What follows belongs to an exercise in optimizing a design on an open flow for small area, a short achievable clock period and few clock cycles; a production flow would make more cautious choices. RTL that was checked went through simulation tests only; none was proved equivalent to the original. Function not checked in runs 7 and 8: the RTL went through the layout flow alone. Power and IR drop assume default switching activity.

File: design/flow/config.mk
export PLATFORM = sky130hd
export DESIGN_NAME = jlc3_core
export DESIGN_NICKNAME = jlc3_core
export VERILOG_FILES = /design/flow/design.v
export SDC_FILE = /design/flow/constraint.sdc
export NUM_CORES = 4
export LEC_CHECK = 0
export ABC_AREA = 1
export CAP_MARGIN = 20
export CORE_MARGIN = 2
export CORE_UTILIZATION = 55
export PLACE_DENSITY = 0.75
export SETUP_SLACK_MARGIN = 4.1
export SLEW_MARGIN = 20
export TNS_END_PERCENT = 100
File: design/flow/constraint.sdc
create_clock -name core_clock -period 8.0 [get_ports {clk_i_w}]
set_input_delay 1.6000 -clock core_clock [delete_from_list [all_inputs] [get_ports {clk_i_w}]]
set_output_delay 1.6000 -clock core_clock [all_outputs]
set_load 0.01 [all_outputs]
File: design/flow/design.v
module jlc3_core (
     input  wire        clk_i_w
    ,input  wire        rst_i_w       
    ,input  wire        en_i_w        
    ,output wire        mem_en_o_w
    ,output wire        mem_we_o_w
    ,output wire [15:0] mem_addr_o_w
    ,output wire [15:0] mem_wdat_o_w
    ,input  wire [15:0] mem_rdat_i_w
    ,input  wire        mem_rdy_i_w
);
    reg [15:0] addr_r;    
    reg [15:0] pc_r;      
    reg        dat_r;     
    reg        dld_r;     
    reg        dst_r;     
    reg        dptr_r;    
    reg        dsti_r;    
    reg [2:0]  dreg_r;    
    reg        n_r;       
    reg        z_r;
    reg [15:0] rf_r [0:7];
    reg        clr_r;     
    integer i;
    function [15:0] add16(input [15:0] a, input [15:0] b, input cin);
        reg [15:0] g, p, gg, pp, gn, pn;
        integer l, k;
        begin
            g = a & b;
            p = a ^ b;
            gg = g;
            gg[0] = g[0] | (p[0] & cin);
            pp = p;
            for (l = 1; l < 16; l = l * 2) begin
                gn = gg;
                pn = pp;
                for (k = 0; k < 16; k = k + 1) begin
                    if (k & l) begin
                        gn[k] = gg[k] | (pp[k] & gg[(k & ~(l - 1)) - 1]);
                        pn[k] = pp[k] & pp[(k & ~(l - 1)) - 1];
                    end
                end
                gg = gn;
                pp = pn;
            end
            add16 = p ^ {gg[14:0], cin};
        end
    endfunction
    wire adv_w = en_i_w & mem_rdy_i_w;
    wire fet_w = ~dat_r & ~clr_r;
    wire [15:0] ins_w = mem_rdat_i_w;
    wire [3:0]  op_w  = ins_w[15:12];
    wire i_br   = (op_w == 4'b0000);
    wire i_add  = (op_w == 4'b0001);
    wire i_and  = (op_w == 4'b0101);
    wire i_not  = (op_w == 4'b1001);
    wire i_ld   = (op_w == 4'b0010);
    wire i_st   = (op_w == 4'b0011);
    wire i_jsr  = (op_w == 4'b0100);
    wire i_ldr  = (op_w == 4'b0110);
    wire i_str  = (op_w == 4'b0111);
    wire i_ldi  = (op_w == 4'b1010);
    wire i_sti  = (op_w == 4'b1011);
    wire i_jmp  = (op_w == 4'b1100);
    wire i_lea  = (op_w == 4'b1110);
    wire i_trap = (op_w == 4'b1111);
    wire i_nop  = (op_w == 4'b1000) | (op_w == 4'b1101);
    wire br_take_w = (ins_w[11] & n_r) | (ins_w[10] & z_r) | (ins_w[9] & ~n_r & ~z_r);
    wire i_jsri = i_jsr & ins_w[11];
    wire pcrel_w = i_br | i_ld | i_st | i_ldi | i_sti | i_lea | i_jsri;
    wire [2:0] ra_w = ins_w[8:6];
    wire [2:0] rb_w = ins_w[2:0];
    reg  [15:0] rda_w;      
    reg  [15:0] opa_w;      
    reg  [15:0] rdb_w;
    reg  [15:0] rdc_w;      
    always @(*) begin
        rda_w = 16'b0;
        rdb_w = 16'b0;
        rdc_w = 16'b0;
        for (i = 0; i < 8; i = i + 1) begin
            rda_w = rda_w | ({16{ra_w == i}} & rf_r[i]);
            rdb_w = rdb_w | ({16{rb_w == i}} & rf_r[i]);
            rdc_w = rdc_w | ({16{dreg_r == i}} & rf_r[i]);
        end
        opa_w = pcrel_w ? addr_r : rda_w;
    end
    wire [15:0] off9_w  = {{7{ins_w[8]}}, ins_w[8:0]};
    wire [15:0] off11_w = {{5{ins_w[10]}}, ins_w[10:0]};
    wire [15:0] off6_w  = {{10{ins_w[5]}}, ins_w[5:0]};
    wire [15:0] imm5_w  = {{11{ins_w[4]}}, ins_w[4:0]};
    wire        isreg_w = (i_add | i_and) & ~ins_w[5];   
    reg  [15:0] opb_w;
    always @(*) begin
        if (isreg_w)
            opb_w = rdb_w;
        else if (i_ldr | i_str)
            opb_w = off6_w;
        else if (i_jsri)
            opb_w = off11_w;
        else if (pcrel_w)
            opb_w = off9_w;
        else
            opb_w = imm5_w;
    end
    wire [15:0] sum_w = add16(opa_w, opb_w, pcrel_w);
    wire [15:0] p_w = opa_w ^ opb_w;
    wire        sumz_w = (p_w[0] == pcrel_w) & (p_w[15:1] == (opa_w[14:0] | opb_w[14:0]));
    wire [15:0] and_w = rda_w & opb_w;
    wire [15:0] pcn_w = add16(addr_r, 16'd0, 1'b1);
    wire f_seq  = i_add | i_and | i_not | i_lea | (i_br & ~br_take_w) | i_nop;
    wire f_sum  = (i_br & br_take_w) | i_jsri | i_ld | i_st | i_ldi | i_sti | i_ldr | i_str;
    wire f_ra   = i_jmp | (i_jsr & ~ins_w[11]);
    wire f_trap = i_trap;
    wire d_pc   = dld_r | dst_r;                
    wire d_rdat = ~dld_r & ~dst_r;              
    wire [15:0] nxt_w = fet_w ? (({16{f_seq}}   & pcn_w)
                               | ({16{f_sum}}   & sum_w)
                               | ({16{f_ra}}    & rda_w)
                               | ({16{f_trap}}  & {8'b0, ins_w[7:0]}))
                              : (({16{d_pc}}    & pc_r)
                               | ({16{d_rdat}}  & mem_rdat_i_w));
    wire wr_sum  = fet_w & (i_add | i_lea);
    wire wr_and  = fet_w & i_and;
    wire wr_not  = fet_w & i_not;
    wire wr_link = fet_w & (i_jsr | i_trap);
    wire wr_mem  = dld_r;
    wire wen_w   = wr_sum | wr_and | wr_not | wr_link | wr_mem;
    wire [2:0]  wa_w = dat_r ? dreg_r : (wr_link ? 3'd7 : ins_w[11:9]);
    wire [15:0] wd_w = ({16{wr_sum}}  & sum_w)
                     | ({16{wr_and}}  & and_w)
                     | ({16{wr_not}}  & ~rda_w)
                     | ({16{wr_link}} & pcn_w)
                     | ({16{wr_mem}}  & mem_rdat_i_w);
    wire        wz_w = (wr_sum  & sumz_w)
                     | (wr_and  & ~|and_w)
                     | (wr_not  & &rda_w)
                     | (wr_link & ~|pcn_w)
                     | (wr_mem  & ~|mem_rdat_i_w);
    always @(posedge clk_i_w) begin
        for (i = 0; i < 8; i = i + 1)
            if (clr_r || (adv_w && wen_w && wa_w == i))
                rf_r[i] <= wd_w;
    end
    always @(posedge clk_i_w or negedge rst_i_w) begin
        if (!rst_i_w) begin
            clr_r <= 1'b1;
            n_r   <= 1'b0;
            z_r   <= 1'b1;
        end else begin
            clr_r <= 1'b0;
            if (adv_w && wen_w) begin
                n_r <= wd_w[15];
                z_r <= wz_w;
            end
        end
    end
    always @(posedge clk_i_w or negedge rst_i_w) begin
        if (!rst_i_w) begin
            addr_r <= 16'b0;
            dat_r  <= 1'b0;
            dld_r  <= 1'b0;
            dst_r  <= 1'b0;
            dptr_r <= 1'b0;
        end else if (adv_w && !clr_r) begin
            addr_r <= nxt_w;
            if (fet_w) begin
                dat_r  <= i_ld | i_ldr | i_st | i_str | i_ldi | i_sti | i_trap;
                dld_r  <= i_ld | i_ldr;
                dst_r  <= i_st | i_str;
                dptr_r <= i_ldi | i_sti;
            end else begin
                dat_r  <= dptr_r;
                dld_r  <= dptr_r & ~dsti_r;
                dst_r  <= dptr_r & dsti_r;
                dptr_r <= 1'b0;
            end
        end
    end
    always @(posedge clk_i_w) begin
        if (adv_w && fet_w) begin
            pc_r   <= pcn_w;
            dreg_r <= ins_w[11:9];
            dsti_r <= op_w[0];
        end
    end
    assign mem_en_o_w   = en_i_w;
    assign mem_we_o_w   = dst_r;
    assign mem_addr_o_w = addr_r;
    assign mem_wdat_o_w = rdc_w;
endmodule
File: design/flow/flow/run.sh
#!/bin/bash
set -euo pipefail
bash standard.sh ADDER_MAP_FILE= finish > standard.log 2>&1
File: design/flow/standard.sh
#!/bin/bash
# synth_recipe.tcl (not shown) runs the flow's synth.tcl, then flattens the netlist and writes it again
# the make line also repeats each setting of config.mk as NAME=value (left out here)
make -C /OpenROAD-flow-scripts/flow DESIGN_CONFIG=/design/flow/config.mk WORK_HOME=/design/flow/orfs CLKGATE_MAP_FILE= SYNTH_SCRIPT=/design/flow/synth_recipe.tcl "${@:-finish}"
==> results_dict.tcl, run 1 <==
set metrics [dict create \
    setup_viol 0 \
    initial_core_util_pct 56.21 \
    syn_inst 1480 \
    critPathLaunchType "flop" \
    coreArea_mm2 0.02102 \
    maxCapViolations 0 \
    grt_pass1_wl_um 70860 \
    yosys.area.top_type "edfxtp_1" \
    cts_buffers 17 \
    yosys-top-cells-area "edfxtp_1 38%, nand2_1 9.1%, inv_1 6.5%, o22ai_1 4.9%, dfrtp_1 4.4%" \
    finalCritPeriodShare_pct 50.70 \
    ir_worst_vdd_uv 167.6 \
    cts-root-buf "clkbuf_16" \
    dp_hpwl_um 31670 \
    powerDensity_mw_per_mm2 208.4 \
    rows 53 \
    fin_skew_ns 0.02172 \
    syn-num-nets 1500 \
    rsz0062_at_grt "true" \
    clk_pin_slew_ns 0.08 \
    power.leakage_uw 0.006559 \
    drt-total-wl_um 50830 \
    slowest_delay_ns 0.47 \
    io_pins 54 \
    required_ns 6.40 \
    synth_common_cells "286 x nand2_1, 205 x inv_1, 148 x edfxtp_1" \
    worstSetupEndpointType "primary output" \
    post-synth-top-count-cell "nand2_1" \
    tritoncts "yes" \
    synth_seq_cells 171 \
    finalCriticalPeriod_ns 4.056 \
    clock_sinks 171 \
    first_pass_iters 12 \
    grt_use_total_pct 42.90 \
    setup_tns_ns 0 \
    critPathKind "reg -> out" \
    wl_per_cell_um 26.12 \
    pre_cts_ws_ns 2.008 \
    worstPathCellList "inv_2 -> nor3_1 -> buf_4 -> buf_4 -> a221oi_1 -> o21ai_0 -> a21oi_1 -> o221ai_1 -> buf_2" \
    ys_warn_count 2 \
    synth_edf_count 148 \
    grt_overflow_total 0 \
    timing.slew.headroom_pct 28.62 \
    drive_above_1_share_pct 29.40 \
    grt_pass1_vias 11710 \
    rr_worst_depth 17 \
    cts_buffer_depth 2 \
    utilization_pct 73.38 \
    die_w_um 150.6 \
    layout_setup_ws_ns 3.944 \
    avgSynthCellArea_um2 7.984 \
    grt_max_degree 24 \
    ant_nets 0 \
    port_buffers 53 \
    ys_types 65 \
    worstMarginPinSlew_ns 1.071 \
    fmax_mhz 246.6 \
    vias_per_cell 6.749 \
    synth_area_mm2 0.01182 \
    postLayoutCellArea_mm2 0.01542 \
    worstHoldPathCells 2 \
    drtIter0Drc 1978 \
    htreeDepth 4 \
    vias 13130 \
    cp_data_arrival_time_ns 2.46 \
    antenna_found_initial 0 \
    critPathMaxFanout 5 \
    slowest_stage "edfxtp_1" \
    nNetsFinal 1677 \
    maxSlewViolCount 0 \
    syn2layout_area_growth_pct 30.54 \
    fp.dieH_um 150.6 \
    worstSkewPairLatency_ns 0.46 \
    outcome "complete, no violations" \
    synth_top_area_share_pct 37.61 \
    dieArea_mm2 0.02267 \
    critPathMostFrequentCell "buf_4" \
    hp-class "reg -> reg" \
    place_congestion 1.024 \
    synth-async-reset-ratio_pct 13.45 \
    hold_viol_final 0 \
    synth_seq_area_share_pct 42.50 \
    place_area_mm2 0.01254 \
    drc 0 \
    ys.flop_type "edfxtp_1" \
]
placed cells by master (no fill, tap or decap), types with 14 or more instances in the layout:
cell type / count
a21oi_1: 79
a221oi_1: 25
buf_12: 16
buf_4: 123
buf_6: 19
clkbuf_16: 17
clkdlybuf4s50_1: 21
dfrtp_1: 21
edfxtp_1: 148
inv_1: 189
inv_2: 25
nand2_1: 245
nand2_2: 53
nand2_4: 26
nand3_1: 45
nand3_2: 20
nand3_4: 24
nand4_1: 36
nor2_1: 127
nor2_4: 15
nor3_1: 14
o21ai_0: 45
o21ai_1: 18
o22ai_1: 85
worst paths after layout:
kind,slack [ns],to,from
max in group asynchronous,6.43,addr_r[8]$_DFFE_PN0P_,rst_i_w
min in group asynchronous,1.15,addr_r[3]$_DFFE_PN0P_,rst_i_w
worst max register to register,4.60,rf_r[6][15]$_DFFE_PP_,addr_r[1]$_DFFE_PN0P_
worst min register to register,0.54,addr_r[13]$_DFFE_PN0P_,addr_r[13]$_DFFE_PN0P_
worst min-delay path,0.54,addr_r[13]$_DFFE_PN0P_,addr_r[13]$_DFFE_PN0P_
worst max-delay path,3.94,mem_wdat_o_w[15],dreg_r[0]$_DFFE_PP_
kinds of logic (layout without fill, tap and decap cells):
family | after synthesis | count (layout) | synth area share [%]
and+or+nand+nor | 635 | 639 | 25.78
AOI/OAI and AO/OA | 354 | 354 | 19.02
buffers and inverters | 297 | 483 | 10.91
DFF | 171 | 171 | 42.50
xor gates and xnor gates | 22 | 22 | 1.758
other | 1 | 2 | 0.03174
metal layers:
layer	GRT usage (%)	routed length, µm	vias up
met5	0	0	-
met4	20.93	3511	0
met3	12.15	8248	348
met2	63.55	21290	1299
met1	57.99	17780	5948
li1	-	-	5538
registers in the layout, indices dropped and copies added (netlist names):
register  cells
dptr_r        1
dreg_r        3
addr_r       16
dld_r         1
pc_r         16
n_r           1
dst_r         1
z_r           1
dsti_r        1
clr_r         1
rf_r        128
dat_r         1
report_power, final:
| group | switching, µW | leakage [µW] | internal, µW | total (µW) |
|---|---|---|---|---|
| Combinational | 746 | 0.00450 | 392 | 1140 |
| Clock | 439 | 0.000294 | 427 | 866 |
| Sequential | 89.4 | 0.00176 | 1120 | 1210 |
| Total | 1270 | 0.00656 | 1940 | 3210 |
critical path: cells and delay by family, from the launching register on:
kind / cells / cell delay (ns)
flip-flops: 1 / 0.47
AO/OA/AOI/OAI: 4 / 0.77
AND/OR/NAND/NOR: 1 / 0.08
buffers and inverters: 4 / 0.69
through the flow:
stage	cells	hold slack, ns	power (µW)
2_1_floorplan	1480	0.4722	1805
3_3_place_gp	1775	0.4917	2122
3_5_place_dp	1775	0.5267	2121
4_1_cts	1870	0.5436	3010
5_1_grt	1945	0.5722	3318
6_report	1946	0.5436	3214
what timing repair did:
action | in CTS | in global routing
gates resized for setup | 205 | 206
cloned | 3 | 1
setup buffers | 60 | 74
setup endpoints to repair | 291 | 248
pin swaps | 19 | 65
hold buffers | 0 | 0
cell type report:
| class | instances | area [µm²] |
|---|---|---|
| Multi-Input combinational cell | 1016 | 6464 |
| Fill cell | 1540 | 5597 |
| Sequential cell | 171 | 5022 |
| Timing Repair Buffer | 209 | 1956 |
| Inverter | 242 | 1021 |
| Clock buffer | 17 | 425.4 |
| Tap cell | 275 | 344.1 |
| Clock inverter | 15 | 190.2 |
| Antenna cell | 1 | 2.502 |
Testbench counts, summed over its fixed seeds: cycles 25,627.
==> run 2: changes to the inputs <==
--- a/design/flow/config.mk
+++ b/design/flow/config.mk
@@ -10,6 +10,6 @@
 export CORE_MARGIN = 2
 export CORE_UTILIZATION = 55
 export PLACE_DENSITY = 0.75
-export SETUP_SLACK_MARGIN = 4.1
+export SETUP_SLACK_MARGIN = 3.9
 export SLEW_MARGIN = 20
 export TNS_END_PERCENT = 100
==> results_dict.tcl, run 2 <==
set metrics [dict create \
    fmax_mhz 248.3 \
    synth_area_mm2 0.01182 \
    vias_per_cell 6.640 \
    clk_pin_slew_ns 0.08 \
    cts-root-buf "clkbuf_16" \
    dieArea_mm2 0.02267 \
    largest_register "rf_r" \
    htreeDepth 4 \
    initial_core_util_pct 56.21 \
    grt_max_degree 24 \
    grt_pass1_wl_um 69360 \
    slowest_stage "edfxtp_1" \
    ys_types 65 \
    synth_seq_area_share_pct 42.50 \
    critPathMostFrequentCell "buf_4" \
    required_ns 6.40 \
    finalCriticalPeriod_ns 4.027 \
    hold_path.startpoint "z_r$_DFFE_PN1P_" \
    cp_top_family "buffers and inverters" \
    largest_registers "rf_r: 128 flops, addr_r: 16 flops, pc_r: 16 flops" \
    hp-class "reg -> reg" \
    synth_xor_area_share_pct 1.758 \
    n_antenna_cell 0 \
    rsz0062_at_grt "true" \
    worstSetupEndpointType "primary output" \
    avgSynthCellArea_um2 7.984 \
    power.leakage_uw 0.006117 \
    cts_buffers 17 \
    die_w_um 150.6 \
    path_buf_inv 5 \
    cts_buffer_depth 2 \
    largest_register_ff_count 128 \
    setup_tns_ns 0 \
    outcome "complete, no violations" \
    first_pass_iters 9 \
    synth_fa_ha_area_share_pct 0 \
    coreArea_mm2 0.02102 \
    layout_common_cells "268 x nand2_1, 198 x inv_1, 148 x edfxtp_1, 134 x nor2_1, 91 x o22ai_1" \
    tritoncts "yes" \
    grt_pass1_vias 11450 \
    timing.slew.headroom_pct 30.39 \
    whs_endpoint "z_r$_DFFE_PN1P_" \
    critPathKind "reg -> out" \
    worstMarginPinSlew_ns 1.044 \
    syn2layout_area_growth_pct 20.88 \
    vias 12470 \
    syn_inst 1480 \
    syn-num-nets 1500 \
    finalNonFillerCells 1878 \
    worstSkewPairLatency_ns 0.46 \
    maxCapViolations 0 \
    rows 53 \
    synth_top_area_share_pct 37.61 \
    drtIter0Drc 2044 \
    worstHoldPathCells 2 \
    cp_data_arrival_time_ns 2.43 \
    wl_per_cell_um 25.36 \
    synth_common_cells "286 x nand2_1, 205 x inv_1, 148 x edfxtp_1" \
    place_inst 1775 \
    fin_skew_ns 0.01733 \
    fp.dieH_um 150.6 \
    antenna_found_initial 0 \
    drive_above_1_share_pct 20.77 \
    powerDensity_mw_per_mm2 215.9 \
    drt-total-wl_um 47620 \
    worstPathCellList "inv_2 -> nor3_1 -> buf_4 -> buf_4 -> buf_4 -> a221oi_1 -> o2111ai_1 -> dlygate4sd2_1" \
    grt_use_total_pct 42.06 \
    ir_worst_vdd_uv 164.7 \
    critPathMaxFanout 5 \
    drc 0 \
    ys.flop_type "edfxtp_1" \
    place_congestion 1.024 \
    synth.area.mux_share_pct 0 \
    synthSimpleGateAreaFrac_pct 25.78 \
    ys_warn_count 2 \
    synth_edf_count 148 \
    setup_viol 0 \
    ant_nets 0 \
    final_common_cell "nand2_1" \
    r2r-end "rf_r[0][15]$_DFFE_PP_" \
    synth_top_family_by_area "simple AND/OR/NAND/NOR gates" \
    synth_seq_cells 171 \
    hold_viol_final 0 \
    rr_worst_depth 17 \
    r2r_start "addr_r[1]$_DFFE_PN0P_" \
    synth-async-reset-ratio_pct 13.45 \
    yosys.area.top_type "edfxtp_1" \
    nFillCells 1734 \
    port_buffers 53 \
    rrSetupSlack_ns 4.60 \
    synth_compound_area_share_pct 19.02 \
    post-synth-top-count-cell "nand2_1" \
    io_pins 54 \
    nNetsFinal 1610 \
    grt_overflow_total 0 \
    clock_sinks 171 \
    critPathLaunchType "flop" \
    finalCritPeriodShare_pct 50.33 \
    maxSlewViolCount 0 \
    dp_hpwl_um 31670 \
    slowest_delay_ns 0.48 \
    yosys-top-cells-area "edfxtp_1 38%, nand2_1 9.1%, inv_1 6.5%, o22ai_1 4.9%, dfrtp_1 4.4%" \
]
-- run 2: stage by stage --
stage / util [%] / hold slack [ns] / power [µW] / instance area [µm²] / setup WS, ns
6_report: 67.95 / 0.5520 / 3084 / 14280 / 3.973
5_1_grt: 67.95 / 0.5722 / 3200 / 14280 / 3.870
4_1_cts: 65.11 / 0.5436 / 2991 / 13690 / 3.779
3_5_place_dp: 59.63 / 0.5267 / 2121 / 12540 / 2.008
3_3_place_gp: 59.66 / 0.4917 / 2122 / 12540 / 2.008
2_1_floorplan: - / 0.4722 / 1805 / 11820 / 3.872
-- run 2: how the worst max path moves through the flow --
stage                        startpoint                     to  slack [ns]  depth (start not counted)
finish              dreg_r[0]$_DFFE_PP_       mem_wdat_o_w[11]        3.97                          8
global route            mem_rdat_i_w[0]  rf_r[3][12]$_DFFE_PP_        3.87                         20
CTS                 dreg_r[0]$_DFFE_PP_        mem_wdat_o_w[7]        3.78                          6
detailed placement      mem_rdat_i_w[2]   rf_r[1][1]$_DFFE_PP_        2.01                         12
global placement        mem_rdat_i_w[2]   rf_r[7][1]$_DFFE_PP_        2.01                         12
floorplan              mem_rdat_i_w[15]   rf_r[4][0]$_DFFE_PP_        3.87                         10
-- run 2: worst min-delay path: cells and delay by family (launching register included) --
kind             cells  cell delay (ns)
flip-flops           1             0.38
AND/OR/NAND/NOR      1             0.12
AO/OA/AOI/OAI        1             0.05
-- run 2: kinds of logic after synthesis --
kind of cell | after synthesis
AND/OR/NAND/NOR | 635
other | 1
XOR/XNOR | 22
buffers and inverters | 297
flip-flops | 171
AO/OA/AOI/OAI | 354
-- run 2: power breakdown --
group / switching, µW / internal (µW)
Combinational: 681 / 334
Clock: 435 / 427
Sequential: 86.6 / 1120
Total: 1200 / 1880
-- run 2: cell type report --
type / count / area, µm² / area share, %
clock inverters: 15 / 190.2 / 1.331
well taps: 275 / 344.1 / 2.409
inverters: 242 / 991.0 / 6.938
repair buffers: 142 / 1325 / 9.276
multi-input cells: 1016 / 5986 / 41.91
clock buffers: 17 / 425.4 / 2.978
flip-flops and latches: 171 / 5022 / 35.16
-- run 2: layer usage --
layer	share of wire, %	vias up	track usage (%)
met1	37	5719	57.05
met4	5.7	0	19.86
met3	15	237	12.33
met2	43	1126	62.07
li1	-	5387	-
met5	0	-	0
-- run 2: repair_timing --
action,in CTS,in global routing
pin swaps,10,26
resized for setup,129,90
hold buffers,0,0
endpoints found under the setup margin,291,219
cloned,3,1
setup buffers,31,36
==> run 3: changes to the inputs <==
--- a/design/flow/config.mk
+++ b/design/flow/config.mk
@@ -9,7 +9,7 @@
 export CAP_MARGIN = 20
 export CORE_MARGIN = 2
 export CORE_UTILIZATION = 55
-export PLACE_DENSITY = 0.75
+export PLACE_DENSITY = 0.82
 export SETUP_SLACK_MARGIN = 3.9
 export SLEW_MARGIN = 20
 export TNS_END_PERCENT = 100
==> results_dict.tcl, run 3 <==
set metrics [dict create \
    coreArea_mm2 0.02102 \
    clock_sinks 171 \
    swShare_pct 38.75 \
    timing.slew.headroom_pct 27.65 \
    port_buffers 53 \
    n_antenna_cell 0 \
    drc 0 \
    hold_buffers 0 \
    fmax_mhz 237.2 \
    dieArea_mm2 0.02267 \
    cts_buffers 17 \
    post-synth-top-count-cell "nand2_1" \
    setup_viol 0 \
    yosys-top-cells-area "edfxtp_1 38%, nand2_1 9.1%, inv_1 6.5%, o22ai_1 4.9%, dfrtp_1 4.4%" \
    power.leakage_uw 0.006294 \
    p_switching_uw 1214 \
    fp.dieH_um 150.6 \
    drtIter0Drc 2127 \
    largest_register_ff_count 128 \
    worstSkewPairLatency_ns 0.45 \
    drive_above_1_share_pct 23.17 \
    largest_registers "rf_r: 128 flops, addr_r: 16 flops, pc_r: 16 flops" \
    required_ns 6.40 \
    critPathLaunchType "flop" \
    slowest_delay_ns 0.50 \
    synth_seq_cells 171 \
    cts-root-buf "clkbuf_16" \
    grt_pass1_vias 11620 \
    outcome "complete, no violations" \
    wl_per_cell_um 25.33 \
    initial_core_util_pct 56.21 \
    nNetsFinal 1643 \
    first_pass_iters 11 \
    layout_common_cells "268 x nand2_1, 191 x inv_1, 148 x edfxtp_1, 134 x nor2_1, 106 x buf_4" \
    place_congestion 0.9912 \
    regArea_mm2 0.005022 \
    comb_power_share_pct 32.6 \
    drt-total-wl_um 48400 \
    rsz0062_at_grt "true" \
    vias_per_cell 6.627 \
    synth_edf_count 148 \
    multi_input_area_mm2 0.005966 \
    ir_worst_vdd_uv 168.3 \
    hold_viol_final 0 \
    vias 12670 \
    ys_types 65 \
    dp_hpwl_um 31650 \
    critPathMaxFanout 7 \
    synth_common_cells "286 x nand2_1, 205 x inv_1, 148 x edfxtp_1" \
    grt_max_degree 33 \
    avgSynthCellArea_um2 7.984 \
    grt_overflow_total 0 \
    worstSetupEndpointType "primary output" \
    powerDensity_mw_per_mm2 214.5 \
    cts_buffer_depth 2 \
    p_clk_share_pct 28.8 \
    cp_data_arrival_time_ns 2.62 \
    slowest_stage "edfxtp_1" \
    fin_skew_ns 0.01753 \
    rows 53 \
    cp_top_family "buffers and inverters" \
    maxCapViolations 0 \
    hp-class "reg -> reg" \
    synth_seq_area_share_pct 42.50 \
    syn2layout_area_growth_pct 23.56 \
    tritoncts "yes" \
    path_buf_inv 5 \
    yosys.area.top_type "edfxtp_1" \
    power_frac_seq_pct 38.6 \
    maxSlewViolCount 0 \
    ant_nets 0 \
    worstMarginPinSlew_ns 1.085 \
    synth-async-reset-ratio_pct 13.45 \
    syn_inst 1480 \
    final_common_cell "nand2_1" \
    largest_register "rf_r" \
    nFillCells 1706 \
    synth_area_mm2 0.01182 \
    setup_tns_ns 0 \
    synth_top_area_share_pct 37.61 \
    p_int_uw 1918 \
    die_w_um 150.6 \
    worstPathCellList "inv_2 -> nor3_2 -> buf_4 -> clkinvlp_4 -> buf_6 -> o22ai_1 -> a221oi_1 -> o2111ai_2 -> dlygate4sd2_1" \
    finalCriticalPeriod_ns 4.216 \
    finalPower_uw 3132 \
    critPathKind "reg -> out" \
    syn-num-nets 1500 \
    ys_warn_count 2 \
    finalCritPeriodShare_pct 52.70 \
    htreeDepth 4 \
    antenna_found_initial 1 \
    io_pins 54 \
    clk_pin_slew_ns 0.07 \
    grt_use_total_pct 41.98 \
    grt_pass1_wl_um 69740 \
    ys.flop_type "edfxtp_1" \
]
-- run 3: routing by layer --
layer  GRT usage, %  routed length [µm]
met1          55.95               17600
met2          63.05               20610
met3          10.97                7022
met4          21.73                3173
met5              0                   0
-- run 3: kinds of logic (layout without fill, tap and decap cells) --
logic type / count (synthesis) / after routing / synth area share (%)
AO/OA/AOI/OAI: 354 / 354 / 19.02
flip-flops: 171 / 171 / 42.50
AND/OR/NAND/NOR: 635 / 636 / 25.78
XOR/XNOR: 22 / 22 / 1.758
buffers and inverters: 297 / 452 / 10.91
other: 1 / 1 / 0.03174
-- run 3: final cells by class --
cell class                 instances  share of cell area, %
clock buffer                      17                  2.914
clock inverter                    15                  1.491
inverter                         242                  6.864
multi-input combinational       1013                  40.86
sequential                       171                  34.40
tap                              275                  2.357
timing repair buffer             178                  11.11
-- run 3: worst paths after layout --
kind / startpoint / end / slack (ns) / depth (start not counted)
max: dreg_r[0]$_DFFE_PP_ / mem_wdat_o_w[7] / 3.78 / 9
min: n_r$_DFFE_PN0P_ / n_r$_DFFE_PN0P_ / 0.54 / 2
max reg2reg: addr_r[1]$_DFFE_PN0P_ / rf_r[7][14]$_DFFE_PP_ / 4.62 / 17
min reg2reg: n_r$_DFFE_PN0P_ / n_r$_DFFE_PN0P_ / 0.54 / 2
max in group asynchronous: rst_i_w / n_r$_DFFE_PN0P_ / 6.44 / 1
min in group asynchronous: rst_i_w / addr_r[5]$_DFFE_PN0P_ / 1.15 / 1
-- run 3: per-stage QoR --
stage / hold WS (ns) / area, µm² / instances / utilization (%) / setup slack (ns)
floorplan: 0.4722 / 11820 / 1480 / - / 3.872
global placement: 0.4891 / 12550 / 1776 / 59.69 / 2.148
detailed placement: 0.5044 / 12550 / 1776 / 59.69 / 2.009
CTS: 0.5325 / 13970 / 1857 / 66.45 / 3.820
global route: 0.5634 / 14600 / 1911 / 69.45 / 3.771
finish: 0.5436 / 14600 / 1911 / 69.45 / 3.784
-- run 3: power groups by stage --
stage               Clock (µW)  Combinational, µW  Sequential [µW]
finish                     901               1020             1210
global route               927               1090             1220
CTS                        895                947             1200
detailed placement           0                900             1220
global placement             0                898             1220
floorplan                    0                602             1200
-- run 3: timing repair --
item / CTS / global route
pin swaps: 11 / 22
setup endpoints to repair: 291 / 149
endpoints found under the hold margin: 0 / 0
cloned: 3 / 0
buffers inserted: 46 / 54
resized for setup: 154 / 90
-- run 3: tightest hold or removal path, cell delays in order, from the launching register on --
cell,delay [ns]
dfrtp_1,0.38
nand2_1,0.06
nand2_1,0.07
==> run 4: changes to the inputs <==
--- a/design/flow/config.mk
+++ b/design/flow/config.mk
@@ -8,8 +8,8 @@
 export ABC_AREA = 1
 export CAP_MARGIN = 20
 export CORE_MARGIN = 2
-export CORE_UTILIZATION = 55
-export PLACE_DENSITY = 0.82
+export CORE_UTILIZATION = 60
+export PLACE_DENSITY = 0.75
 export SETUP_SLACK_MARGIN = 3.9
 export SLEW_MARGIN = 20
 export TNS_END_PERCENT = 100
==> results_dict.tcl, run 4 <==
set metrics [dict create \
    synth.area.mux_share_pct 0 \
    setup_viol 0 \
    rsz0062_at_grt "true" \
    critPathLaunchType "flop" \
    largest_register "rf_r" \
    grt_pass1_wl_um 69330 \
    yosys.area.top_type "edfxtp_1" \
    power.leakage_uw 0.006178 \
    n_antenna_cell 0 \
    synth_xor_area_share_pct 1.758 \
    syn2layout_area_growth_pct 22.44 \
    post-synth-top-count-cell "nand2_1" \
    largest_register_ff_count 128 \
    synth-async-reset-ratio_pct 13.45 \
    tritoncts "yes" \
    synth_seq_cells 171 \
    cts-root-buf "clkbuf_16" \
    drive_above_1_share_pct 22.78 \
    drt-total-wl_um 47770 \
    synthSimpleGateAreaFrac_pct 25.78 \
    layout_common_cells "273 x nand2_1, 189 x inv_1, 148 x edfxtp_1, 135 x nor2_1, 116 x buf_4" \
    cp_data_arrival_time_ns 2.60 \
    yosys-top-cells-area "edfxtp_1 38%, nand2_1 9.1%, inv_1 6.5%, o22ai_1 4.9%, dfrtp_1 4.4%" \
    synth_top_family_by_area "simple AND/OR/NAND/NOR gates" \
    powerDensity_mw_per_mm2 217.8 \
    fp.dieH_um 144.3 \
    synth_area_mm2 0.01182 \
    avgSynthCellArea_um2 7.984 \
    final_common_cell "nand2_1" \
    initial_core_util_pct 60.91 \
    maxCapViolations 0 \
    finalPower_uw 3151 \
    largest_registers "rf_r: 128 flops, addr_r: 16 flops, pc_r: 16 flops" \
    setup_tns_ns 0 \
    hold_viol_final 0 \
    ys.flop_type "edfxtp_1" \
    drtIter0Drc 2479 \
    nNetsFinal 1640 \
    ys_types 65 \
    dp_hpwl_um 30910 \
    worstSkewPairLatency_ns 0.46 \
    place_congestion 1.044 \
    crit_path_end "mem_wdat_o_w[1]" \
    drc 0 \
    grt_max_degree 33 \
    r2r_start "dat_r$_DFFE_PN0P_" \
    crit_start "dreg_r[0]$_DFFE_PP_" \
    rr_worst_depth 5 \
    ys_warn_count 2 \
    syn-num-nets 1500 \
    critPathMaxFanout 5 \
    vias_per_cell 6.837 \
    coreArea_mm2 0.01940 \
    hp-class "reg -> reg" \
    required_ns 6.40 \
    ir_worst_vdd_uv 173.0 \
    fin_skew_ns 0.01373 \
    synth_fa_ha_area_share_pct 0 \
    first_pass_iters 12 \
    htreeDepth 4 \
    worstSetupEndpointType "primary output" \
    rrSetupSlack_ns 4.53 \
    clk_pin_slew_ns 0.08 \
    hold_buffers 0 \
    synth_seq_area_share_pct 42.50 \
    grt_pass1_vias 11720 \
    dieArea_mm2 0.02083 \
    synth_edf_count 148 \
    outcome "complete, no violations" \
    io_pins 54 \
    synth_common_cells "286 x nand2_1, 205 x inv_1, 148 x edfxtp_1" \
    cts_buffers 17 \
    fmax_mhz 238.3 \
    r2r-end "rf_r[7][4]$_DFFE_PP_" \
    maxSlewViolCount 0 \
    worstMarginPinSlew_ns 0.8193 \
    die_w_um 144.3 \
    ant_nets 0 \
    port_buffers 53 \
    clock_sinks 171 \
    wl_per_cell_um 25.17 \
    synth_top_area_share_pct 37.61 \
    timing.slew.headroom_pct 45.33 \
    nFillCells 1464 \
    antenna_found_initial 0 \
    finalCriticalPeriod_ns 4.196 \
    grt_overflow_total 0 \
    rows 51 \
    vias 12980 \
    cts_buffer_depth 2 \
    synth_compound_area_share_pct 19.02 \
    critPathKind "reg -> out" \
    syn_inst 1480 \
    finalCritPeriodShare_pct 52.45 \
    grt_use_total_pct 45.55 \
]
run 4: how the worst min path moves through the flow:
stage,endpoint,startpoint,slack [ns],cells past startpoint
4_1_cts,n_r$_DFFE_PN0P_,n_r$_DFFE_PN0P_,0.52,2
3_5_place_dp,n_r$_DFFE_PN0P_,n_r$_DFFE_PN0P_,0.50,2
5_1_grt,n_r$_DFFE_PN0P_,n_r$_DFFE_PN0P_,0.56,2
3_3_place_gp,n_r$_DFFE_PN0P_,n_r$_DFFE_PN0P_,0.49,2
2_1_floorplan,n_r$_DFFE_PN0P_,n_r$_DFFE_PN0P_,0.47,2
6_report,n_r$_DFFE_PN0P_,n_r$_DFFE_PN0P_,0.52,2
run 4: cell families (layout without fill, tap and decap cells):
kind of cell | Yosys count | in the layout
AND/OR/NAND/NOR | 635 | 638
XOR/XNOR | 22 | 22
buffers and inverters | 297 | 447
AO/OA/AOI/OAI | 354 | 354
flip-flops | 171 | 171
other | 1 | 1
run 4: worst max-delay path, cell delays in order, from the launching register on:
cell and delay, ns:
edfxtp_1 0.42, inv_4 0.08, buf_4 0.14, buf_4 0.13, nor3_1 0.28, buf_4 0.25
buf_4 0.15, a221oi_1 0.07, nand2_1 0.08, clkdlybuf4s50_1 0.53
run 4: metal layers:
layer / up-vias / GRT usage [%] / share of wire [%]
li1: 5463 / - / -
met1: 5866 / 60.06 / 35
met2: 1275 / 67.20 / 42
met3: 373 / 14.57 / 16
met4: 0 / 23.97 / 7.4
met5: - / 0 / 0
run 4: per-stage QoR:
stage	worst slack, ns	cells	instance area (µm²)	hold WS [ns]	utilization (%)
2_1_floorplan	3.872	1480	11820	0.4722	-
3_3_place_gp	2.061	1764	12510	0.4877	64.50
3_5_place_dp	2.027	1764	12510	0.4988	64.47
4_1_cts	3.901	1853	13910	0.5151	71.68
5_1_grt	3.735	1898	14470	0.5569	74.58
6_report	3.804	1898	14470	0.5165	74.58
run 4: area by class of cell:
class	instances	area, µm²	share of cell area (%)
repair buffers	173	1463	10.11
multi-input cells	1015	5982	41.35
well taps	265	331.6	2.292
clock buffers	17	425.4	2.940
flip-flops and latches	171	5022	34.71
clock inverters	15	239.0	1.652
inverters	242	1005	6.945
run 4: report_power, final:
group          leakage [µW]  internal, µW  switching, µW
combinational       0.00410           330            681
sequential          0.00176          1120           86.7
clock              0.000319           490            442
run 4: what timing repair did:
action	in CTS	in global routing
resized for setup	138	80
cloned	3	0
endpoints found under the setup margin	291	203
pin swaps	11	19
setup buffers	54	45
hold endpoints to repair	0	0
==> run 5: changes to the inputs <==
--- a/design/flow/config.mk
+++ b/design/flow/config.mk
@@ -8,7 +8,8 @@
 export ABC_AREA = 1
 export CAP_MARGIN = 20
 export CORE_MARGIN = 2
-export CORE_UTILIZATION = 60
+export CORE_UTILIZATION = 55
+export GPL_ROUTABILITY_DRIVEN = 0
 export PLACE_DENSITY = 0.75
 export SETUP_SLACK_MARGIN = 3.9
 export SLEW_MARGIN = 20
==> results_dict.tcl, run 5 <==
set metrics [dict create \
    yosys-top-cells-area "edfxtp_1 38%, nand2_1 9.1%, inv_1 6.5%, o22ai_1 4.9%, dfrtp_1 4.4%" \
    worstSkewPairLatency_ns 0.45 \
    critPathMostFrequentCell "nand2_1" \
    regArea_mm2 0.005022 \
    critPathMaxFanout 18 \
    hold_viol_final 0 \
    synth_seq_cells 171 \
    avgSynthCellArea_um2 7.984 \
    yosys.area.top_type "edfxtp_1" \
    drt-total-wl_um 46540 \
    synth_top_family_by_area "simple AND/OR/NAND/NOR gates" \
    ant_nets 0 \
    fp.dieH_um 150.6 \
    nFillCells 1630 \
    rsz0062_at_grt "false" \
    vias 12970 \
    grt_pass1_wl_um 66870 \
    synth_xor_area_share_pct 1.758 \
    synth_top_area_share_pct 37.61 \
    path_buf_inv 3 \
    coreArea_mm2 0.02102 \
    slowest_stage "o21ai_2" \
    place_area_mm2 0.01253 \
    clock_sinks 171 \
    finalCriticalPeriod_ns 4.152 \
    ir_worst_vdd_uv 187.6 \
    post-synth-top-count-cell "nand2_1" \
    cp_data_arrival_time_ns 4.34 \
    synth_fa_ha_area_share_pct 0 \
    synth_common_cells "286 x nand2_1, 205 x inv_1, 148 x edfxtp_1" \
    n_antenna_cell 0 \
    wl_per_cell_um 24.78 \
    critPathKind "in -> reg" \
    setup_tns_ns 0 \
    port_buffers 53 \
    nNetsFinal 1611 \
    largest_registers "rf_r: 128 flops, addr_r: 16 flops, pc_r: 16 flops" \
    synth.area.mux_share_pct 0 \
    synth_seq_area_share_pct 42.50 \
    largest_register "rf_r" \
    largest_register_ff_count 128 \
    cts_buffer_depth 2 \
    cp_top_family "simple AND/OR/NAND/NOR gates" \
    critPathLaunchType "input port" \
    fmax_mhz 240.9 \
    drtIter0Drc 3233 \
    first_pass_iters 12 \
    slowest_delay_ns 0.24 \
    finalCritPeriodShare_pct 51.90 \
    cts-root-buf "clkbuf_16" \
    hp-class "reg -> reg" \
    clk_pin_slew_ns 0.07 \
    outcome "complete, no violations" \
    grt_use_total_pct 39.48 \
    grt_pass1_vias 11780 \
    io_pins 54 \
    synth_compound_area_share_pct 19.02 \
    initial_core_util_pct 56.21 \
    power.leakage_uw 0.006088 \
    syn-num-nets 1500 \
    ys_types 65 \
    ys.flop_type "edfxtp_1" \
    final_common_cell "nand2_1" \
    tritoncts "yes" \
    worstMarginPinSlew_ns 1.040 \
    grt_max_degree 33 \
    finalPower_uw 3087 \
    timing.slew.headroom_pct 30.65 \
    dp_hpwl_um 29710 \
    die_w_um 150.6 \
    setup_viol 0 \
    powerDensity_mw_per_mm2 216.7 \
    layout_common_cells "275 x nand2_1, 193 x inv_1, 148 x edfxtp_1, 134 x nor2_1, 92 x o22ai_1" \
    vias_per_cell 6.904 \
    multi_input_area_mm2 0.006015 \
    syn2layout_area_growth_pct 20.57 \
    drive_above_1_share_pct 20.52 \
    fin_skew_ns 0.01626 \
    dieArea_mm2 0.02267 \
    htreeDepth 4 \
    postLayoutCellArea_mm2 0.01425 \
    worstSetupEndpointType "flop" \
    synthSimpleGateAreaFrac_pct 25.78 \
    synth_area_mm2 0.01182 \
    hold_slack_ns 0.5237 \
    syn_inst 1480 \
    ys_warn_count 2 \
    antenna_found_initial 0 \
    synth_edf_count 148 \
    worstPathCellList "buf_8 -> nor2_4 -> nand2_8 -> clkinvlp_4 -> nand2_1 -> o21ai_0 -> nor2_1 -> nand2_1 -> o21ai_2 -> nand3b_1 -> nand2_2 -> nor2_1 -> nand2_2 -> nand2_4 -> nand2_1 -> nand2_1 -> nand2_1 -> nand3_1 -> o211ai_1 -> buf_4" \
    synth-async-reset-ratio_pct 13.45 \
    cts_buffers 17 \
    hold_buffers 0 \
    maxSlewViolCount 0 \
    maxCapViolations 0 \
    drc 0 \
    required_ns 8.19 \
    rows 53 \
    grt_overflow_total 0 \
]
[run 5: repair_timing]
action	4_1_cts	5_1_grt
pin swaps	6	15
cloned	3	1
endpoints found under the setup margin	291	250
gates resized for setup	133	82
setup buffers	39	33
[run 5: worst paths after layout]
kind | startpoint | end | slack, ns | cells past startpoint
max | mem_rdat_i_w[6] | rf_r[3][12]$_DFFE_PP_ | 3.85 | 20
min | n_r$_DFFE_PN0P_ | n_r$_DFFE_PN0P_ | 0.52 | 2
max reg2reg | dat_r$_DFFE_PN0P_ | rf_r[0][6]$_DFFE_PP_ | 4.57 | 9
min reg2reg | n_r$_DFFE_PN0P_ | n_r$_DFFE_PN0P_ | 0.52 | 2
max in group asynchronous | rst_i_w | z_r$_DFFE_PN1P_ | 5.97 | 2
min in group asynchronous | rst_i_w | addr_r[6]$_DFFE_PN0P_ | 1.48 | 1
[run 5: report_power, final]
| group | switching (µW) | internal (µW) |
|---|---|---|
| Sequential | 87.2 | 1120 |
| Combinational | 686 | 330 |
| Clock | 394 | 468 |
[run 5: through the flow]
stage               worst slack (ns)  instances  util, %
floorplan                      3.872       1480        -
global placement               2.098       1770    59.48
detailed placement             2.021       1771    59.59
CTS                            3.851       1844    65.23
global route                   3.785       1878    67.78
finish                         3.848       1878    67.78
[run 5: area by class of cell]
cell class | count | share of cell area [%]
multi-input cells | 1016 | 42.21
well taps | 275 | 2.415
clock inverters | 13 | 1.107
repair buffers | 143 | 9.045
flip-flops and latches | 171 | 35.25
clock buffers | 18 | 3.012
inverters | 242 | 6.955
[run 5: cells by family (layout without fill, tap and decap cells)]
family | Yosys count | count (layout)
other | 1 | 1
AO/OA/AOI/OAI | 354 | 354
buffers and inverters | 297 | 416
XOR/XNOR | 22 | 22
AND/OR/NAND/NOR | 635 | 639
flip-flops | 171 | 171
[run 5: worst min-delay path, stage by stage (launching register included)]
cell and delay, ns:
dfrtp_1 0.37, nand2_1 0.07, nand2_1 0.06
[run 5: routing by layer]
layer  wire [µm]  track usage [%]  vias to the layer above
met4        4311            25.09                        0
met1       15860            51.37                     5754
met2       19000            57.52                     1357
met3        7379            11.70                      456
met5           0                0                        -
li1            -                -                     5399
==> run 6: changes to the inputs <==
==> design/flow/flow/run.sh (replaced) <==
#!/bin/bash
set -euo pipefail
bash standard.sh ADDER_MAP_FILE= "BUFFER_PORTS_ARGS=-buffer_cell sky130_fd_sc_hd__buf_1" finish > standard.log 2>&1
--- a/design/flow/config.mk
+++ b/design/flow/config.mk
@@ -9,7 +9,6 @@
 export CAP_MARGIN = 20
 export CORE_MARGIN = 2
 export CORE_UTILIZATION = 55
-export GPL_ROUTABILITY_DRIVEN = 0
 export PLACE_DENSITY = 0.75
 export SETUP_SLACK_MARGIN = 3.9
 export SLEW_MARGIN = 20
==> results_dict.tcl, run 6 <==
set metrics [dict create \
    outcome "complete, no violations" \
    hold_viol_final 0 \
    place_congestion 0.9883 \
    ys_warn_count 2 \
    path_buf_inv 5 \
    layout_common_cells "260 x nand2_1, 197 x inv_1, 148 x edfxtp_1, 134 x nor2_1, 93 x buf_4" \
    ant_nets 0 \
    synth_seq_cells 171 \
    slowest_stage "o2111ai_1" \
    largest_register "rf_r" \
    fmax_mhz 243.4 \
    worstSetupEndpointType "flop" \
    largest_registers "rf_r: 128 flops, addr_r: 16 flops, pc_r: 16 flops" \
    finalCritPeriodShare_pct 51.36 \
    yosys-top-cells-area "edfxtp_1 38%, nand2_1 9.1%, inv_1 6.5%, o22ai_1 4.9%, dfrtp_1 4.4%" \
    wl_per_cell_um 25.06 \
    vias 12580 \
    critPathLaunchType "input port" \
    cp_top_family "simple AND/OR/NAND/NOR gates" \
    synth_top_area_share_pct 37.61 \
    ir_worst_vdd_uv 159.6 \
    synth_area_mm2 0.01182 \
    io_pins 54 \
    grt_overflow_total 0 \
    dieArea_mm2 0.02267 \
    worstMarginPinSlew_ns 1.109 \
    syn-num-nets 1500 \
    antenna_found_initial 0 \
    cts_buffers 17 \
    grt_pass1_wl_um 66740 \
    cp_num_cells 15 \
    coreArea_mm2 0.02102 \
    dp_hpwl_um 30940 \
    hp-class "reg -> reg" \
    slowest_delay_ns 0.43 \
    cp_data_arrival_time_ns 4.11 \
    timing.slew.headroom_pct 26.08 \
    setup_viol 0 \
    avgSynthCellArea_um2 7.984 \
    critPathKind "in -> reg" \
    layout_setup_ws_ns 3.891 \
    clock_sinks 171 \
    ys_types 65 \
    htreeDepth 4 \
    port_buffers 53 \
    grt_pass1_vias 11210 \
    tritoncts "yes" \
    synth_seq_area_share_pct 42.50 \
    synth_edf_count 148 \
    ys.flop_type "edfxtp_1" \
    rows 53 \
    rr_worst_depth 17 \
    fin_skew_ns 0.02109 \
    drt-total-wl_um 47380 \
    drtIter0Drc 2019 \
    synth_common_cells "286 x nand2_1, 205 x inv_1, 148 x edfxtp_1" \
    worstHoldPathCells 2 \
    grt_max_degree 33 \
    nNetsFinal 1623 \
    grt_use_total_pct 40.12 \
    clk_pin_slew_ns 0.07 \
    rsz0062_at_grt "true" \
    required_ns 8.00 \
    initial_core_util_pct 56.21 \
    pre_cts_ws_ns 2.346 \
    post-synth-top-count-cell "nand2_1" \
    worstPathCellList "buf_6 -> inv_4 -> nand3_1 -> buf_6 -> clkinvlp_4 -> a21oi_1 -> nand4_1 -> nand2_2 -> inv_2 -> nand2_1 -> a21boi_1 -> nand2_2 -> xor2_1 -> nand2_1 -> o2111ai_1" \
    maxSlewViolCount 0 \
    drc 0 \
    power.leakage_uw 0.005963 \
    syn_inst 1480 \
    maxCapViolations 0 \
    vias_per_cell 6.655 \
    die_w_um 150.6 \
    drive_above_1_share_pct 21.91 \
    n_antenna_cell 0 \
    worstSkewPairLatency_ns 0.46 \
    critPathMaxFanout 13 \
    yosys.area.top_type "edfxtp_1" \
    setup_tns_ns 0 \
    syn2layout_area_growth_pct 19.70 \
    largest_register_ff_count 128 \
    hold_buffers 0 \
    finalCriticalPeriod_ns 4.109 \
    powerDensity_mw_per_mm2 215.4 \
    cts_buffer_depth 2 \
    final_common_cell "nand2_1" \
    fp.dieH_um 150.6 \
    cts-root-buf "clkbuf_16" \
    first_pass_iters 9 \
    synth-async-reset-ratio_pct 13.45 \
]
-- run 6: cell families after synthesis --
kind of cell,share of synthesized area (%)
simple gates,25.78
compound gates,19.02
buf+inv,10.91
flops,42.50
xor+xnor,1.758
other cells,0.03174
-- run 6: final timing paths --
check                                 startpoint                    end  slack [ns]
setup / recovery                 mem_rdat_i_w[1]   rf_r[3][4]$_DFFE_PP_        3.89
hold / removal                   n_r$_DFFE_PN0P_        n_r$_DFFE_PN0P_        0.52
setup reg to reg           addr_r[1]$_DFFE_PN0P_  rf_r[0][15]$_DFFE_PP_        4.46
hold reg to reg                  n_r$_DFFE_PN0P_        n_r$_DFFE_PN0P_        0.52
max in group asynchronous                rst_i_w        z_r$_DFFE_PN1P_        6.56
min in group asynchronous                rst_i_w  addr_r[2]$_DFFE_PN0P_        1.13
-- run 6: worst register-to-register path: stages, from the launching register on --
cell and delay (ns):
dfrtp_1 0.41, nand2_1 0.11, inv_2 0.08, nand2_1 0.07, nor2_1 0.17, nand2_1 0.16
nor4_4 0.40, nand2_1 0.12, nor2_2 0.20, nand2_2 0.09, nor2_2 0.14, nand2_1 0.07
nor2_1 0.22, nand2_1 0.14, xor2_1 0.22, nor2_1 0.06, a211oi_1 0.39, nand2_4 0.18
-- run 6: timing repair --
action,4_1_cts,5_1_grt
setup buffers,15,62
pin swaps,6,34
endpoints found under the setup margin,289,164
gates resized for setup,66,106
endpoints found under the hold margin,0,0
gates cloned,2,3
-- run 6: area by class of cell --
cell class,count,area [µm²]
inverters,242,996.0
flip-flops and latches,171,5022
well taps,275,344.1
clock buffers,18,429.2
multi-input cells,1016,6051
repair buffers,155,1154
clock inverters,14,147.6
fillers,1738,6878
-- run 6: power by group --
group,switching [µW],internal (µW),total (µW),leakage [µW]
clock network,421,417,838,0.000282
registers,84.9,1120,1210,0.00176
logic,687,316,1000,0.00392
-- run 6: metal layers --
layer	global-route usage, %	share of wire, %
met1	54.13	36
met2	60.70	43
met3	8.273	14
met4	21.68	6.9
met5	0	0
-- run 6: stage by stage --
step | hold WS [ns] | std cells | instance area, µm² | utilization, % | power, µW
floorplan | 0.4722 | 1480 | 11820 | - | 1805
global placement | 0.4878 | 1777 | 12220 | 58.15 | 2066
detailed placement | 0.5048 | 1777 | 12220 | 58.15 | 2073
CTS | 0.5183 | 1826 | 13160 | 62.59 | 2917
global route | 0.5613 | 1891 | 14140 | 67.28 | 3158
finish | 0.5192 | 1891 | 14140 | 67.28 | 3047
==> run 7: changes to the inputs <==
--- a/design/flow/design.v
+++ b/design/flow/design.v
@@ -19,7 +19,7 @@
     reg [2:0]  dreg_r;    
     reg        n_r;       
     reg        z_r;
-    reg [15:0] rf_r [0:7];
+    reg [15:0] rf_r [0:7];    
     reg        clr_r;     
     integer i;
     function [15:0] add16(input [15:0] a, input [15:0] b, input cin);
@@ -79,9 +79,9 @@
         rdb_w = 16'b0;
         rdc_w = 16'b0;
         for (i = 0; i < 8; i = i + 1) begin
-            rda_w = rda_w | ({16{ra_w == i}} & rf_r[i]);
-            rdb_w = rdb_w | ({16{rb_w == i}} & rf_r[i]);
-            rdc_w = rdc_w | ({16{dreg_r == i}} & rf_r[i]);
+            rda_w = rda_w | ({16{ra_w == i}} & ~rf_r[i]);
+            rdb_w = rdb_w | ({16{rb_w == i}} & ~rf_r[i]);
+            rdc_w = rdc_w | ({16{dreg_r == i}} & ~rf_r[i]);
         end
         opa_w = pcrel_w ? addr_r : rda_w;
     end
@@ -140,7 +140,7 @@
     always @(posedge clk_i_w) begin
         for (i = 0; i < 8; i = i + 1)
             if (clr_r || (adv_w && wen_w && wa_w == i))
-                rf_r[i] <= wd_w;
+                rf_r[i] <= ~wd_w;
     end
     always @(posedge clk_i_w or negedge rst_i_w) begin
         if (!rst_i_w) begin
==> design/flow/flow/run.sh (replaced) <==
#!/bin/bash
set -euo pipefail
bash standard.sh ADDER_MAP_FILE= finish > standard.log 2>&1
--- a/design/flow/config.mk
+++ b/design/flow/config.mk
@@ -10,6 +10,6 @@
 export CORE_MARGIN = 2
 export CORE_UTILIZATION = 55
 export PLACE_DENSITY = 0.75
-export SETUP_SLACK_MARGIN = 3.9
+export SETUP_SLACK_MARGIN = 3.6
 export SLEW_MARGIN = 20
 export TNS_END_PERCENT = 100
==> results_dict.tcl, run 7 <==
set metrics [dict create \
    avgSynthCellArea_um2 7.808 \
    htreeDepth 4 \
    n_antenna_cell 0 \
    synth_seq_area_share_pct 45.23 \
    finalCritPeriodShare_pct 55.66 \
    power_frac_seq_pct 41.6 \
    cts-root-buf "clkbuf_16" \
    outcome "complete, no violations" \
    nNetsFinal 1526 \
    port_buffers 53 \
    comb_power_share_pct 28.1 \
    grt_use_total_pct 38.84 \
    synth-async-reset-ratio_pct 13.45 \
    critPathMaxFanout 16 \
    yosys.area.top_type "edfxtp_1" \
    p_switching_uw 1013 \
    syn-num-nets 1442 \
    tritoncts "yes" \
    ir_worst_vdd_uv 198.3 \
    fin_skew_ns 0.01157 \
    worstHoldPathCells 2 \
    coreArea_mm2 0.01965 \
    hold_viol_final 0 \
    critPathKind "reg -> out" \
    ant_nets 0 \
    dp_hpwl_um 27150 \
    io_pins 54 \
    ys.flop_type "edfxtp_1" \
    layout_common_cells "311 x nand2_1, 155 x nor2_1, 148 x edfxtp_1, 140 x inv_1, 132 x o22ai_1" \
    cts_buffer_depth 2 \
    synth_top_area_share_pct 40.03 \
    first_pass_iters 7 \
    drt-total-wl_um 42570 \
    setup_viol 0 \
    synth_edf_count 148 \
    vias 12040 \
    rrSetupSlack_ns 4.45 \
    drtIter0Drc 1958 \
    p_int_uw 1760 \
    grt_overflow_total 0 \
    powerDensity_mw_per_mm2 207.3 \
    dieArea_mm2 0.02134 \
    largest_registers "rf_r: 128 flops, addr_r: 16 flops, pc_r: 16 flops" \
    rows 51 \
    layout_setup_ws_ns 3.547 \
    cts_buffers 17 \
    place_congestion 1.010 \
    p_clk_share_pct 30.3 \
    worstMarginPinSlew_ns 0.9802 \
    die_w_um 146.1 \
    critPathLaunchType "flop" \
    initial_core_util_pct 56.49 \
    synth_area_mm2 0.01110 \
    cp_data_arrival_time_ns 2.85 \
    fp.dieH_um 146.1 \
    slowest_delay_ns 0.61 \
    timing.slew.headroom_pct 34.65 \
    vias_per_cell 6.748 \
    cp_num_cells 9 \
    worstSkewPairLatency_ns 0.45 \
    ys_types 52 \
    cp_top_family "buffers and inverters" \
    drive_above_1_share_pct 15.01 \
    post-synth-top-count-cell "nand2_1" \
    nFillCells 1604 \
    swShare_pct 36.55 \
    final_common_cell "nand2_1" \
    synth_seq_cells 171 \
    syn2layout_area_growth_pct 20.48 \
    antenna_found_initial 0 \
    ys_warn_count 2 \
    wl_per_cell_um 23.86 \
    worstPathCellList "buf_4 -> nor2_2 -> nand2_8 -> o22ai_1 -> nor2_1 -> o21ai_0 -> a21oi_1 -> o221ai_1 -> clkdlybuf4s50_1" \
    grt_pass1_vias 11070 \
    yosys-top-cells-area "edfxtp_1 40%, nand2_1 11%, o22ai_1 7.4%, nor2_1 5.6%, inv_1 5.0%" \
    grt_pass1_wl_um 63080 \
    clock_sinks 171 \
    hp-class "reg -> reg" \
    pre_cts_ws_ns 2.290 \
    path_buf_inv 2 \
    required_ns 6.40 \
    maxCapViolations 0 \
    rr_worst_depth 11 \
    rsz0062_at_grt "true" \
    synth_common_cells "327 x nand2_1, 165 x nor2_1, 149 x inv_1" \
    drc 0 \
    worstSetupEndpointType "primary output" \
    largest_register "rf_r" \
    setup_tns_ns 0 \
    grt_max_degree 33 \
    fmax_mhz 224.6 \
    slowest_stage "clkdlybuf4s50_1" \
    syn_inst 1422 \
    finalCriticalPeriod_ns 4.453 \
    largest_register_ff_count 128 \
    power.leakage_uw 0.005299 \
    clk_pin_slew_ns 0.07 \
    maxSlewViolCount 0 \
]
## run 7: cell types whose count changed after synthesis, sizes merged, moves of 9 or more
cell    change
nand4      -28
nor2       +22
buf         -9
o221ai      +9
o22ai      +41
nand3      +25
nand2      +25
inv        -73
a21oi      -47
a221oi     -18
## run 7: kinds of logic after synthesis
| group | after synthesis | synth area share, % |
|---|---|---|
| flip-flops | 171 | 45.23 |
| XOR/XNOR | 19 | 1.499 |
| multiplexers | 1 | 0.09015 |
| other | 1 | 0.03377 |
| buffers and inverters | 219 | 7.933 |
| AO/OA/AOI/OAI | 335 | 19.07 |
| AND/OR/NAND/NOR | 676 | 26.14 |
## run 7: timing repair
item / CTS / global route
gates resized for setup: 78 / 69
pin swaps: 11 / 8
gates cloned: 0 / 1
hold buffers: 0 / 0
endpoints found under the hold margin: 0 / 0
setup buffers: 31 / 20
endpoints found under the setup margin: 286 / 193
## run 7: area by class of cell
| type | instances | area (µm²) | share of cell area, % |
|---|---|---|---|
| clock buffer | 17 | 425.4 | 3.180 |
| clock inverter | 15 | 175.2 | 1.310 |
| inverter | 165 | 638.1 | 4.770 |
| multi-input combinational | 1032 | 5650 | 42.24 |
| sequential | 171 | 5022 | 37.55 |
| tap | 265 | 331.6 | 2.479 |
| timing repair buffer | 118 | 1126 | 8.418 |
| timing repair inverter | 1 | 7.507 | 0.05612 |
## run 7: power by group through the flow
stage | logic, µW | clock network (µW) | registers [µW]
after floorplan | 463 | 0 | 1160
after global placement | 698 | 0 | 1170
after detailed placement | 706 | 0 | 1170
after CTS | 738 | 839 | 1150
after global routing | 846 | 876 | 1160
final | 779 | 840 | 1150
## run 7: path summary, 6_finish.rpt
kind | start | endpoint
min in group asynchronous | rst_i_w | addr_r[1]$_DFFE_PN0P_
setup / recovery | dreg_r[0]$_DFFE_PP_ | mem_wdat_o_w[6]
max in group asynchronous | rst_i_w | z_r$_DFFE_PN1P_
hold / removal | addr_r[14]$_DFFE_PN0P_ | addr_r[14]$_DFFE_PN0P_
hold reg to reg | addr_r[14]$_DFFE_PN0P_ | addr_r[14]$_DFFE_PN0P_
setup reg to reg | dat_r$_DFFE_PN0P_ | rf_r[5][15]$_DFFE_PP_
## run 7: stage by stage
stage	hold WS (ns)	total power, µW	instances	cell area (µm²)	util, %
final	0.5048	2773	1784	13380	68.06
after global routing	0.5264	2884	1784	13380	68.06
after CTS	0.5093	2727	1763	13030	66.30
after detailed placement	0.4914	1875	1700	11880	60.46
after global placement	0.4887	1866	1700	11870	60.38
after floorplan	0.4719	1618	1422	11100	-
## run 7: worst min-delay path, delay by kind of cell (launching register included)
kind | cells | cell delay (ns)
flip-flops | 1 | 0.36
AND/OR/NAND/NOR | 2 | 0.11
## run 7: layer usage
metal	vias to the layer above	GRT usage, %	routed length [µm]
met4	0	22.52	3076
met3	280	10.31	6177
li1	5187	-	-
met1	5419	51.17	15080
met5	-	0	0
met2	1152	58.16	18240
==> run 8: changes to the inputs <==
--- a/design/flow/config.mk
+++ b/design/flow/config.mk
@@ -10,6 +10,6 @@
 export CORE_MARGIN = 2
 export CORE_UTILIZATION = 55
 export PLACE_DENSITY = 0.75
-export SETUP_SLACK_MARGIN = 3.6
+export SETUP_SLACK_MARGIN = 3.9
 export SLEW_MARGIN = 20
 export TNS_END_PERCENT = 100
==> results_dict.tcl, run 8 <==
set metrics [dict create \
    finalNonFillerCells 1844 \
    grt_overflow_total 0 \
    rows 51 \
    drt-total-wl_um 46340 \
    grt_pass1_wl_um 66120 \
    hold_viol_final 0 \
    cts_buffer_depth 2 \
    critPathKind "in -> reg" \
    io_pins 54 \
    cts_buffers 17 \
    postLayoutCellArea_mm2 0.01431 \
    final_common_cell "nand2_1" \
    drc 0 \
    largest_registers "rf_r: 128 flops, addr_r: 16 flops, pc_r: 16 flops" \
    syn_inst 1422 \
    ys_types 52 \
    port_buffers 53 \
    htreeDepth 4 \
    worstSkewPairLatency_ns 0.45 \
    post-synth-top-count-cell "nand2_1" \
    yosys.area.top_type "edfxtp_1" \
    synth_edf_count 148 \
    worstMarginPinSlew_ns 1.183 \
    required_ns 8.18 \
    synth_seq_cells 171 \
    slowest_stage "nor2_2" \
    vias 12670 \
    vias_per_cell 6.871 \
    hold_buffers 0 \
    outcome "complete, no violations" \
    slowest_delay_ns 0.25 \
    drtIter0Drc 2152 \
    ys.flop_type "edfxtp_1" \
    crit_start "mem_rdat_i_w[6]" \
    synth-async-reset-ratio_pct 13.45 \
    largest_register "rf_r" \
    place_congestion 0.9812 \
    r2r_start "dat_r$_DFFE_PN0P_" \
    nFillCells 1477 \
    maxCapViolations 0 \
    dieArea_mm2 0.02134 \
    rsz0062_at_grt "true" \
    synth_seq_area_share_pct 45.23 \
    yosys-top-cells-area "edfxtp_1 40%, nand2_1 11%, o22ai_1 7.4%, nor2_1 5.6%, inv_1 5.0%" \
    ir_worst_vdd_uv 147.4 \
    fin_skew_ns 0.01207 \
    clock_sinks 171 \
    worstSetupEndpointType "flop" \
    place_area_mm2 0.01186 \
    antenna_found_initial 0 \
    drive_above_1_share_pct 22.99 \
    fmax_mhz 239.0 \
    ys_warn_count 2 \
    grt_use_total_pct 40.49 \
    finalCriticalPeriod_ns 4.184 \
    timing.slew.headroom_pct 20.87 \
    syn2layout_area_growth_pct 28.90 \
    cts-root-buf "clkbuf_16" \
    die_w_um 146.1 \
    power.leakage_uw 0.005671 \
    hold_path.startpoint "addr_r[14]$_DFFE_PN0P_" \
    grt_pass1_vias 11660 \
    hp-class "reg -> reg" \
    synth_area_mm2 0.01110 \
    place_inst 1697 \
    first_pass_iters 12 \
    avgSynthCellArea_um2 7.808 \
    critPathMaxFanout 15 \
    wl_per_cell_um 25.13 \
    syn-num-nets 1442 \
    maxSlewViolCount 0 \
    layout_common_cells "285 x nand2_1, 148 x edfxtp_1, 141 x nor2_1, 130 x o22ai_1, 129 x inv_1" \
    initial_core_util_pct 56.49 \
    worstPathCellList "clkbuf_4 -> inv_4 -> nor2_4 -> buf_12 -> nand2_8 -> o21ai_1 -> nor2_2 -> nand2_1 -> nand2_1 -> nand2_1 -> nand2_2 -> nand2_4 -> o21ai_4 -> nand2_1 -> nand2_2 -> inv_1 -> o21ai_1 -> xnor2_1 -> nand2_1 -> nand3_1 -> inv_2" \
    hold_slack_ns 0.5080 \
    n_antenna_cell 0 \
    synth_top_area_share_pct 40.03 \
    largest_register_ff_count 128 \
    dp_hpwl_um 27460 \
    cp_data_arrival_time_ns 4.37 \
    finalCritPeriodShare_pct 52.29 \
    ant_nets 0 \
    synth_common_cells "327 x nand2_1, 165 x nor2_1, 149 x inv_1" \
    coreArea_mm2 0.01965 \
    critPathMostFrequentCell "nand2_1" \
    tritoncts "yes" \
    clk_pin_slew_ns 0.07 \
    nNetsFinal 1586 \
    fp.dieH_um 146.1 \
    grt_max_degree 32 \
    powerDensity_mw_per_mm2 200.9 \
    setup_tns_ns 0 \
    critPathLaunchType "input port" \
    setup_viol 0 \
]
[run 8: cells by family (layout without fill, tap and decap cells)]
group | after synthesis | after routing | share of synthesized area, %
AND/OR/NAND/NOR | 676 | 681 | 26.14
flip-flops | 171 | 171 | 45.23
multiplexers | 1 | 1 | 0.09015
buffers and inverters | 219 | 371 | 7.933
other | 1 | 1 | 0.03377
AO/OA/AOI/OAI | 335 | 335 | 19.07
XOR/XNOR | 19 | 19 | 1.499
[run 8: layout make-up]
class                   instances  area, µm²  share of cell area, %
repair buffers                174       1655                  11.57
inverters                     165      656.9                  4.590
well taps                     265      331.6                  2.317
clock buffers                  18      429.2                  2.999
flip-flops and latches        171       5022                  35.09
clock inverters                14      173.9                  1.215
multi-input cells            1037       6043                  42.22
[run 8: final timing paths]
path | endpoint | slack [ns] | cells after the start
min in group asynchronous | addr_r[3]$_DFFE_PN0P_ | 1.54 | 2
worst min-delay path | addr_r[14]$_DFFE_PN0P_ | 0.51 | 2
worst min register to register | addr_r[14]$_DFFE_PN0P_ | 0.51 | 2
worst max register to register | rf_r[7][3]$_DFFE_PP_ | 3.97 | 12
worst max-delay path | rf_r[2][7]$_DFFE_PP_ | 3.82 | 21
max in group asynchronous | z_r$_DFFE_PN1P_ | 6.14 | 2
[run 8: repair_timing]
| item | 4_1_cts | 5_1_grt |
|---|---|---|
| setup endpoints to repair | 291 | 164 |
| setup buffers | 64 | 46 |
| gates resized for setup | 180 | 108 |
| gates cloned | 2 | 3 |
| pin swaps | 22 | 19 |
[run 8: worst max-delay path: cells and delay by family]
family | cells | cell delay (ns)
simple gates | 12 | 1.46
buf+inv | 5 | 0.67
compound gates | 3 | 0.45
xor+xnor | 1 | 0.20
[run 8: power by group]
group | total [µW] | internal [µW] | leakage [µW] | switching, µW
sequential | 1160 | 1080 | 0.00147 | 79.9
clock | 864 | 449 | 0.000288 | 415
combinational | 854 | 294 | 0.00392 | 561
[run 8: layer usage]
layer,vias up,global-route usage (%),share of wire (%)
met5,-,0,0
met4,0,22.91,7.9
met3,374,10.97,15
met2,1241,62.26,43
met1,5743,52.02,34
li1,5313,-,-
[run 8: through the flow]
| stage | util (%) | total power, µW | setup slack [ns] |
|---|---|---|---|
| 2_1_floorplan | - | 1620 | 3.568 |
| 3_3_place_gp | 60.27 | 1869 | 2.359 |
| 3_5_place_dp | 60.35 | 1872 | 2.342 |
| 4_1_cts | 69.00 | 2760 | 3.887 |
| 5_1_grt | 72.82 | 2964 | 3.689 |
| 6_report | 72.82 | 2876 | 3.816 |

## port drivers added, routing unchanged
In the flow no input, the clock included, has a driving cell. The finished layouts below were timed again as built, in two steps.
Step 1: set_driving_cell puts a clkbuf_16 on clk_i_w and a buf_2 on each other input, an assumption about the parent block.
Step 2 times the ports against the registers' clock, not the clock port: input delays grow and output delays shrink by t, the midpoint of the rising clock arrivals with the driver on.
Three values: no drivers, after step 1, after step 2; two values: the first two.
| run | t (ns) | setup slack, ns | worst setup path after step 2 | latest minus earliest clock arrival (ns) |
|---|---|---|---|---|
| run 1 | 0.500 | 3.944 / 3.894 / 3.591 | input to register | 0.022 / 0.022 |
| run 2 | 0.498 | 3.973 / 3.923 / 3.507 | input to register | 0.017 / 0.018 |
| run 3 | 0.492 | 3.784 / 3.736 / 3.486 | input to register | 0.017 / 0.017 |
| run 4 | 0.505 | 3.804 / 3.753 / 3.424 | input to register | 0.014 / 0.014 |
| run 5 | 0.491 | 3.848 / 3.801 / 3.354 | input to register | 0.016 / 0.016 |
| run 6 | 0.494 | 3.891 / 3.853 / 3.398 | input to register | 0.021 / 0.021 |
| run 7 | 0.487 | 3.547 / 3.500 / 3.216 | input to register | 0.012 / 0.012 |
| run 8 | 0.488 | 3.816 / 3.833 / 3.345 | input to register | 0.012 / 0.012 |
After both steps every run listed still meets setup and hold. The setup slack of run 5, which loses most, moves by -0.047 ns with the drivers and by -0.494 ns with both steps.
